From an optimization exercise on the open Yosys and OpenROAD flow, aimed at small area; shortcuts taken in it are not production practice.
The RTL was checked by simulation tests, not by an equivalence proof against the original design.
No activity file was given, so power comes from the tool's default toggle rates.

job 245:
// Panorama
module Panorama(SW, KEY, CLOCK_50, LEDR, HEX0, HEX1, HEX2, HEX3, HEX4, HEX5, HEX6, HEX7, LEDG);
    input [17:0] SW;
    input [3:0] KEY;
    input CLOCK_50;
    output [17:0] LEDR;
    output [6:0] HEX0, HEX1, HEX2, HEX3, HEX4, HEX5, HEX6, HEX7;
    output [7:0] LEDG;
    wire clk = CLOCK_50;
    wire resetn = KEY[0];
    wire next = ~KEY[1];
    wire go = ~KEY[3];
    wire hint = SW[17];
    localparam S_WAIT_DEC = 4'd0, S_LD3 = 4'd1, S_LD2 = 4'd2, S_LD1 = 4'd3,
               S_LD0 = 4'd4, S_LDW = 4'd5, S_BWW = 4'd6, S_WB = 4'd7,
               S_WBC = 4'd8, S_WBCW = 4'd9, S_GO = 4'd10, S_GOW = 4'd11,
               S_GOWW = 4'd12, S_RW = 4'd13;
    localparam F_OFF = 2'd0, F_ON = 2'd1, F_CHECK = 2'd2;
    reg [3:0] st;
    reg [1:0] fst;
    reg [3:0] d3, d2, d1, d0;
    reg [2:0] tt;
    reg [3:0] to;
    reg [8:0] rr;
    reg [2:0] ftn;
    reg [9:0] uc;
    reg ft;
    reg timeranout;
    reg result;
    reg [4:0] sct;
    reg [3:0] sco;
    wire chk = (st == S_WB) || (st == S_WBC) || (st == S_WBCW);
    wire chk2 = (st == S_WBC);
    wire over = (st == S_GO);
    wire overwait = (st == S_GOW) || (st == S_GOWW);
    wire reset_digits = (st == S_RW);
    wire [10:0] p3;
    assign p3[0] = (d3[0]);
    assign p3[1] = (d3[1]);
    assign p3[2] = (~d3[2] & d3[0]) | (d3[2] & ~d3[0]);
    assign p3[3] = (~d3[3] & ~d3[2] & ~d3[1] & d3[0]) | (d3[3] & ~d3[0]) | (d3[2] & d3[1]) | (d3[1] & ~d3[0]);
    assign p3[4] = (~d3[3] & ~d3[2] & d3[0]) | (~d3[2] & d3[1]) | (d3[2] & ~d3[1]);
    assign p3[5] = (d3[3]) | (d3[2]) | (d3[1]) | (d3[0]);
    assign p3[6] = (d3[3]) | (d3[2]) | (d3[1]) | (d3[0]);
    assign p3[7] = (d3[3] & ~d3[0]) | (d3[2] & ~d3[0]) | (d3[1] & ~d3[0]);
    assign p3[8] = (d3[3] & ~d3[0]) | (d3[2] & ~d3[1] & ~d3[0]) | (d3[1] & d3[0]);
    assign p3[9] = (d3[3] & ~d3[0]) | (d3[2] & d3[1]) | (d3[2] & d3[0]);
    assign p3[10] = (d3[3] & d3[0]);
    wire [7:0] p2;
    assign p2[0] = (d2[0]);
    assign p2[1] = (d2[1]);
    assign p2[2] = (d2[2]);
    assign p2[3] = (~d2[3] & d2[0]) | (d2[3] & ~d2[0]);
    assign p2[4] = (~d2[3] & ~d2[1] & d2[0]) | (d2[1] & ~d2[0]);
  ...
Size: about 640 cells after synthesis, roughly 63 flip-flops, roughly 110 I/O pins, about 0.0042 mm2 of cells after synthesis.
==> flow/config.mk <==
export PLATFORM = sky130hd
export DESIGN_NAME = Panorama
export DESIGN_NICKNAME = Panorama
export VERILOG_FILES = /design/flow/design.v
export SDC_FILE = /design/flow/constraint.sdc
export NUM_CORES = 4
export LEC_CHECK = 0
export CAP_MARGIN = 20
export CORE_MARGIN = 2
export CORE_UTILIZATION = 60
export CTS_BUF_LIST = sky130_fd_sc_hd__clkbuf_2 sky130_fd_sc_hd__clkbuf_4 sky130_fd_sc_hd__clkbuf_8
export SLEW_MARGIN = 20
==> flow/constraint.sdc <==
create_clock -name core_clock -period 25.0 [get_ports {CLOCK_50}]
set_input_delay 5.0000 -clock core_clock [delete_from_list [all_inputs] [get_ports {CLOCK_50}]]
set_output_delay 5.0000 -clock core_clock [all_outputs]
set_load 0.01 [all_outputs]
standard.sh (not shown) runs the stock make flow with config.mk's settings and CLKGATE_MAP_FILE= SYNTH_SCRIPT=/design/flow/synth_recipe.tcl, a recipe that flattens the netlist after the stock synthesis.
==> flow/flow/run.sh <==
#!/bin/bash
# The standard ORFS layout (standard.sh) with these changes:
#  - synthesis: adders are not extracted into adder cells and ABC maps the logic with an
#    area-oriented script (flow/synth.tcl, flow/area.abc); registers are unchanged;
#  - port buffers are the smallest buffer cell instead of the one buffer_ports picks;
#  - clock tree synthesis adds no dummy loads and uses small clock buffers.
# The output of the whole run goes to flow.log (ORFS keeps each step's log under orfs/logs).
set -euo pipefail
export FLOW_WORK="$PWD"
export FLOW_ABC_SCRIPT="$PWD/flow/area.abc"
export BUFFER_PORTS_ARGS="-buffer_cell sky130_fd_sc_hd__buf_1"
export CTS_ARGS="-sink_clustering_enable -repair_clock_nets -dont_use_dummy_load -sink_buffer_max_cap_derate 0.6 -buf_list {sky130_fd_sc_hd__clkbuf_4}"
bash standard.sh SYNTH_SCRIPT="$PWD/flow/synth.tcl" finish > flow.log 2>&1
==> flow/flow/area.abc <==
&get -n
&st
&deepsyn -T 30
&put
dch
amap
==> flow/flow/synth.tcl <==
# The standard synthesis (the same steps as synth_recipe.tcl) with two differences in the
# combinational logic only:
#  - Yosys's extract_fa is skipped, so adders stay plain gates that ABC can optimise freely;
#  - ABC maps the logic with flow/area.abc (area-oriented) instead of ORFS's speed script.
# Registers are mapped by the standard steps before ABC runs, so they are the standard
# synthesis's own (same names, count and cell types).
proc synth {args} { yosys synth -nofsm -noshare {*}$args }
proc extract_fa {args} { puts "extract_fa skipped" }
proc abc {args} {
  set i [lsearch -exact $args -script]
  if {$i >= 0} { set args [lreplace $args [expr {$i + 1}] [expr {$i + 1}] $::env(FLOW_ABC_SCRIPT)] }
  yosys abc {*}$args
}
source $::env(SCRIPTS_DIR)/synth.tcl
# left out here: clear keep_hierarchy, flatten, clean up, hide names made inside functions, write 1_2_yosys.v
Setup changes, job 245 to job 8981
--- a/flow/flow/run.sh
+++ b/flow/flow/run.sh
@@ -10,4 +10,4 @@
 export FLOW_ABC_SCRIPT="$PWD/flow/area.abc"
 export BUFFER_PORTS_ARGS="-buffer_cell sky130_fd_sc_hd__buf_1"
-export CTS_ARGS="-sink_clustering_enable -repair_clock_nets -dont_use_dummy_load -sink_buffer_max_cap_derate 0.6 -buf_list {sky130_fd_sc_hd__clkbuf_4}"
+export CTS_ARGS="-sink_clustering_enable -repair_clock_nets -dont_use_dummy_load -buf_list {sky130_fd_sc_hd__clkbuf_4}"
 bash standard.sh SYNTH_SCRIPT="$PWD/flow/synth.tcl" finish > flow.log 2>&1
Findings:
- Per the comparison of job 8981 with job 245, die span in x roughly the same; fraction of final layout cells with drive strength greater than 1 was more or less identical; final-layout worst hold slack moved down.
- Total power: job 8981 above job 245
- | met2 routing resource usage after global routing | job 8981 vs job 245 | 4.8 points higher |
- The higher final clock skew came out of job 8981.
- The higher routed wire length of job 245 and job 8981 is in job 8981.
- Going from job 245 to job 8981, the worst setup slack was found to have gone down by 0.042 ns.
- Number of cells after detailed placement: job 245 and job 8981 compared, higher one is job 8981
- Between job 245 and job 8981, switching power as a share of total power is lower for job 245, job 8981 comes in above that.
- Logic gate share of total power in job 8981 is 5.5 points above job 245.
Changes in job 6352 relative to job 8981:
--- a/flow/flow/run.sh
+++ b/flow/flow/run.sh
@@ -10,4 +10,4 @@
 export FLOW_ABC_SCRIPT="$PWD/flow/area.abc"
 export BUFFER_PORTS_ARGS="-buffer_cell sky130_fd_sc_hd__buf_1"
-export CTS_ARGS="-sink_clustering_enable -repair_clock_nets -dont_use_dummy_load -buf_list {sky130_fd_sc_hd__clkbuf_4}"
+export CTS_ARGS="-sink_clustering_enable -repair_clock_nets -dont_use_dummy_load -sink_clustering_size 32 -sink_clustering_max_diameter 300 -buf_list {sky130_fd_sc_hd__clkbuf_8}"
 bash standard.sh SYNTH_SCRIPT="$PWD/flow/synth.tcl" finish > flow.log 2>&1
==> comparison <==
Every stage of the flow completed for job 6352, and the final layout passed the timing, design-rule and antenna checks. Across both runs, clock-pin slew on the worst setup and hold paths was lower for job 6352 than for job 8981. Delta (job 6352 minus job 8981): met3 routing resource usage after global routing shows no meaningful change, core utilization shows an increase of 0.83 points, routed wire length shows an increase of 0.69%, fraction of met1 tracks used by global routing shows no meaningful change. Fraction of power consumed by combinational cells (job 6352 over job 8981): decrease, 1.7 points. Compared with job 8981, job 6352 ends up with more cell area. Side by side, part of the total power dissipated in sequential elements turned out lower in job 6352 than in job 8981. Compared job 8981 against job 6352; fmax within noise. Between job 8981 and job 6352, part of the power in the clock network is higher for job 6352, job 8981 comes in under that.

---

Setup of job 4741:
Starting RTL as in the previous note.
// Panorama
module Panorama(SW, KEY, CLOCK_50, LEDR, HEX0, HEX1, HEX2, HEX3, HEX4, HEX5, HEX6, HEX7, LEDG);
export LEC_CHECK = 0
export CAP_MARGIN = 20
export CORE_MARGIN = 2
export CORE_UTILIZATION = 60
export CTS_BUF_LIST = sky130_fd_sc_hd__clkbuf_2 sky130_fd_sc_hd__clkbuf_4 sky130_fd_sc_hd__clkbuf_8
export SLEW_MARGIN = 20
create_clock -name core_clock -period 25.0 [get_ports {CLOCK_50}]
==> flow/flow/run.sh <==
#!/bin/bash
# The standard ORFS layout (standard.sh) with these changes:
#  - synthesis: adders are not extracted into adder cells and ABC maps the logic with an
#    area-oriented script (flow/synth.tcl, flow/area.abc); registers are unchanged;
#  - port buffers are the smallest buffer cell instead of the one buffer_ports picks;
#  - clock tree synthesis adds no dummy loads and uses small clock buffers.
# The output of the whole run goes to flow.log (ORFS keeps each step's log under orfs/logs).
set -euo pipefail
export FLOW_WORK="$PWD"
export FLOW_ABC_SCRIPT="$PWD/flow/area.abc"
export BUFFER_PORTS_ARGS="-buffer_cell sky130_fd_sc_hd__buf_1"
export CTS_ARGS="-sink_clustering_enable -repair_clock_nets -dont_use_dummy_load -sink_buffer_max_cap_derate 0.3 -buf_list {sky130_fd_sc_hd__clkbuf_4}"
bash standard.sh SYNTH_SCRIPT="$PWD/flow/synth.tcl" finish > flow.log 2>&1
Scripts as last shown in full above: flow/flow/area.abc, flow/flow/synth.tcl
Both conditions hold for job 4741: the flow ran to the end and the final layout passed the timing, design-rule and antenna checks.
> inputs changed (job 4741 -> job 6248)
-- flow/flow/run.sh --
<<< job 4741, line 11
export BUFFER_PORTS_ARGS="-buffer_cell sky130_fd_sc_hd__buf_1"
export CTS_ARGS="-sink_clustering_enable -repair_clock_nets -dont_use_dummy_load -sink_buffer_max_cap_derate 0.3 -buf_list {sky130_fd_sc_hd__clkbuf_4}"
bash standard.sh SYNTH_SCRIPT="$PWD/flow/synth.tcl" finish > flow.log 2>&1
>>> job 6248, line 11
export BUFFER_PORTS_ARGS="-buffer_cell sky130_fd_sc_hd__buf_1"
export CTS_ARGS="-sink_clustering_enable -repair_clock_nets -dont_use_dummy_load -sink_clustering_size 64 -sink_clustering_max_diameter 500 -buf_list {sky130_fd_sc_hd__clkbuf_16}"
bash standard.sh SYNTH_SCRIPT="$PWD/flow/synth.tcl" finish > flow.log 2>&1
## What came out
- Job 4741 ended up with fewer cell instances than job 6248 did.
- Summary — reg-to-reg setup timing slack, job 6248 relative to job 4741: lower, by 0.33 ns.
- When job 6248 is measured against job 4741, its clock-pin slew on the worst setup and hold paths turns out 0.05 ns lower.
- Taking job 4741 as the reference point, the fraction of the mapped netlist area in simple logic gates of job 6248 rises by 0.99 points.
- The run showing the greater core utilization is job 6248.
- Diff job 4741..job 6248 | cell depth of the worst min-delay path | unchanged
- | combinational share of power | job 6248 vs job 4741 | 0.8 points higher |
- Job 6248 — number of global-route vias before repair 6.3% higher, job 4741 as reference
What job 2671 does differently from job 6248 at the input level:
-- flow/flow/run.sh --
<<< job 6248, line 11
export BUFFER_PORTS_ARGS="-buffer_cell sky130_fd_sc_hd__buf_1"
export CTS_ARGS="-sink_clustering_enable -repair_clock_nets -dont_use_dummy_load -sink_clustering_size 64 -sink_clustering_max_diameter 500 -buf_list {sky130_fd_sc_hd__clkbuf_16}"
bash standard.sh SYNTH_SCRIPT="$PWD/flow/synth.tcl" finish > flow.log 2>&1
>>> job 2671, line 11
export BUFFER_PORTS_ARGS="-buffer_cell sky130_fd_sc_hd__buf_1"
export CTS_ARGS="-sink_clustering_enable -repair_clock_nets -dont_use_dummy_load -buf_list {sky130_fd_sc_hd__clkbuf_4}"
bash standard.sh SYNTH_SCRIPT="$PWD/flow/synth.tcl" finish > flow.log 2>&1
-- flow/config.mk --
<<< job 6248, line 9
export CORE_MARGIN = 2
export CORE_UTILIZATION = 60
export CTS_BUF_LIST = sky130_fd_sc_hd__clkbuf_2 sky130_fd_sc_hd__clkbuf_4 sky130_fd_sc_hd__clkbuf_8
>>> job 2671, line 9
export CORE_MARGIN = 2
export CORE_UTILIZATION = 75
export CTS_BUF_LIST = sky130_fd_sc_hd__clkbuf_2 sky130_fd_sc_hd__clkbuf_4 sky130_fd_sc_hd__clkbuf_8
Results
Across job 6248 and job 2671, the outcome is the same: a clean finish for every run. Re delay of the slowest cell on the worst path: job 2671 is 0.07 ns up on job 6248. From job 6248 to job 2671 the numbers moved as follows: cell count of the worst reg-to-reg path now sits lower; detailed-route via count went up 224.
What job 7473 does differently from job 2671 at the input level:
-- flow/flow/run.sh --
<<< job 2671, line 11
export BUFFER_PORTS_ARGS="-buffer_cell sky130_fd_sc_hd__buf_1"
export CTS_ARGS="-sink_clustering_enable -repair_clock_nets -dont_use_dummy_load -buf_list {sky130_fd_sc_hd__clkbuf_4}"
bash standard.sh SYNTH_SCRIPT="$PWD/flow/synth.tcl" finish > flow.log 2>&1
>>> job 7473, line 11
export BUFFER_PORTS_ARGS="-buffer_cell sky130_fd_sc_hd__buf_1"
export CTS_ARGS="-sink_clustering_enable -repair_clock_nets -dont_use_dummy_load -root_buf sky130_fd_sc_hd__clkbuf_8 -tree_buf sky130_fd_sc_hd__clkbuf_4 -buf_list {sky130_fd_sc_hd__clkbuf_4}"
bash standard.sh SYNTH_SCRIPT="$PWD/flow/synth.tcl" finish > flow.log 2>&1
-- flow/config.mk --
<<< job 2671, line 9
export CORE_MARGIN = 2
export CORE_UTILIZATION = 75
export CTS_BUF_LIST = sky130_fd_sc_hd__clkbuf_2 sky130_fd_sc_hd__clkbuf_4 sky130_fd_sc_hd__clkbuf_8
>>> job 7473, line 9
export CORE_MARGIN = 2
export CORE_UTILIZATION = 60
export CTS_BUF_LIST = sky130_fd_sc_hd__clkbuf_2 sky130_fd_sc_hd__clkbuf_4 sky130_fd_sc_hd__clkbuf_8
==> run summary <==
Run comparison: job 2671 timing endpoint of the critical path LEDR[1]; job 7473 timing endpoint of the critical path LEDR[7]
[compare] base=job 2671 new=job 7473: ratio of final minimum period to clock period decreased 0.20 points, clock group share of total power now sits higher, part of the power in combinational logic lost 1.9 points, worst reg-to-reg path cell count +2.
The inputs of job 2982 differ from those of job 7473 as listed below.
-- flow/flow/run.sh --
<<< job 7473, line 11
export BUFFER_PORTS_ARGS="-buffer_cell sky130_fd_sc_hd__buf_1"
export CTS_ARGS="-sink_clustering_enable -repair_clock_nets -dont_use_dummy_load -root_buf sky130_fd_sc_hd__clkbuf_8 -tree_buf sky130_fd_sc_hd__clkbuf_4 -buf_list {sky130_fd_sc_hd__clkbuf_4}"
bash standard.sh SYNTH_SCRIPT="$PWD/flow/synth.tcl" finish > flow.log 2>&1
>>> job 2982, line 11
export BUFFER_PORTS_ARGS="-buffer_cell sky130_fd_sc_hd__buf_1"
export CTS_ARGS="-sink_clustering_enable -repair_clock_nets -dont_use_dummy_load -buf_list {sky130_fd_sc_hd__clkbuf_2 sky130_fd_sc_hd__clkbuf_4 sky130_fd_sc_hd__clkbuf_8}"
bash standard.sh SYNTH_SCRIPT="$PWD/flow/synth.tcl" finish > flow.log 2>&1
==> comparison <==
Job 2982 has completed all stages; timing, DRC and antenna checks passed.
Job 7473 -> job 2982: number of well taps delta 0, exact match
Relative to job 7473, worst relative slew slack has gone down in job 2982.
Job 2982 -> job 7473: ratio of final minimum period to clock period flat
Wire length was lower in job 7473 than in job 2982.
Power: job 2982 draws more than job 7473
Taking job 7473 as the reference point, the global-route usage of job 2982 rises by 0.83 points.
STATUS post-place setup slack: job 2982 loses against job 7473
Looking at worst setup slack, job 2982 sits below job 7473.
The more densely filled core belongs to job 2982, not job 7473.

==> what the ideal ports hide <==
How much do the figures lean on ideal ports? The routed layouts below were timed once more, with nothing changed but the port constraints.
Step 1 (the two cells are an assumption about what drives the block):
set clk [get_ports {CLOCK_50}]
set_driving_cell -lib_cell sky130_fd_sc_hd__clkbuf_16 $clk
set_driving_cell -lib_cell sky130_fd_sc_hd__buf_2 [delete_from_list [all_inputs] $clk]
Step 2 adds t to the input delays and takes it off the output delays; t is the mean of the earliest and latest rising clock arrival at the registers after step 1. Input paths then give back, and output paths get back, about the clock's delay inside the block.
a / b / c = ideal ports / drivers / drivers and shift; a / b = the first two.
run | t (ns) | slack for setup (ns) | hold slack, ns
job 245 | 0.430 | 13.827 / 13.795 / 13.795 | 0.455 / 0.455 / 0.455
job 8981 | 0.435 | 13.785 / 13.762 / 13.762 | 0.444 / 0.444 / 0.444
job 6352 | 0.364 | 13.793 / 13.770 / 13.770 | 0.439 / 0.439 / 0.439
job 4741 | 0.430 | 13.827 / 13.795 / 13.795 | 0.455 / 0.455 / 0.455
job 6248 | 0.358 | 13.801 / 13.778 / 13.778 | 0.438 / 0.438 / 0.438
job 2671 | 0.440 | 13.764 / 13.739 / 13.739 | 0.460 / 0.460 / 0.460
job 7473 | 0.368 | 13.813 / 13.780 / 13.780 | 0.454 / 0.454 / 0.454
job 2982 | 0.364 | 13.793 / 13.770 / 13.770 | 0.439 / 0.439 / 0.439
After both steps every run listed still meets setup and hold. The setup slack of job 7473, which loses most, moves by -0.033 ns with the drivers and by -0.033 ns with both steps.
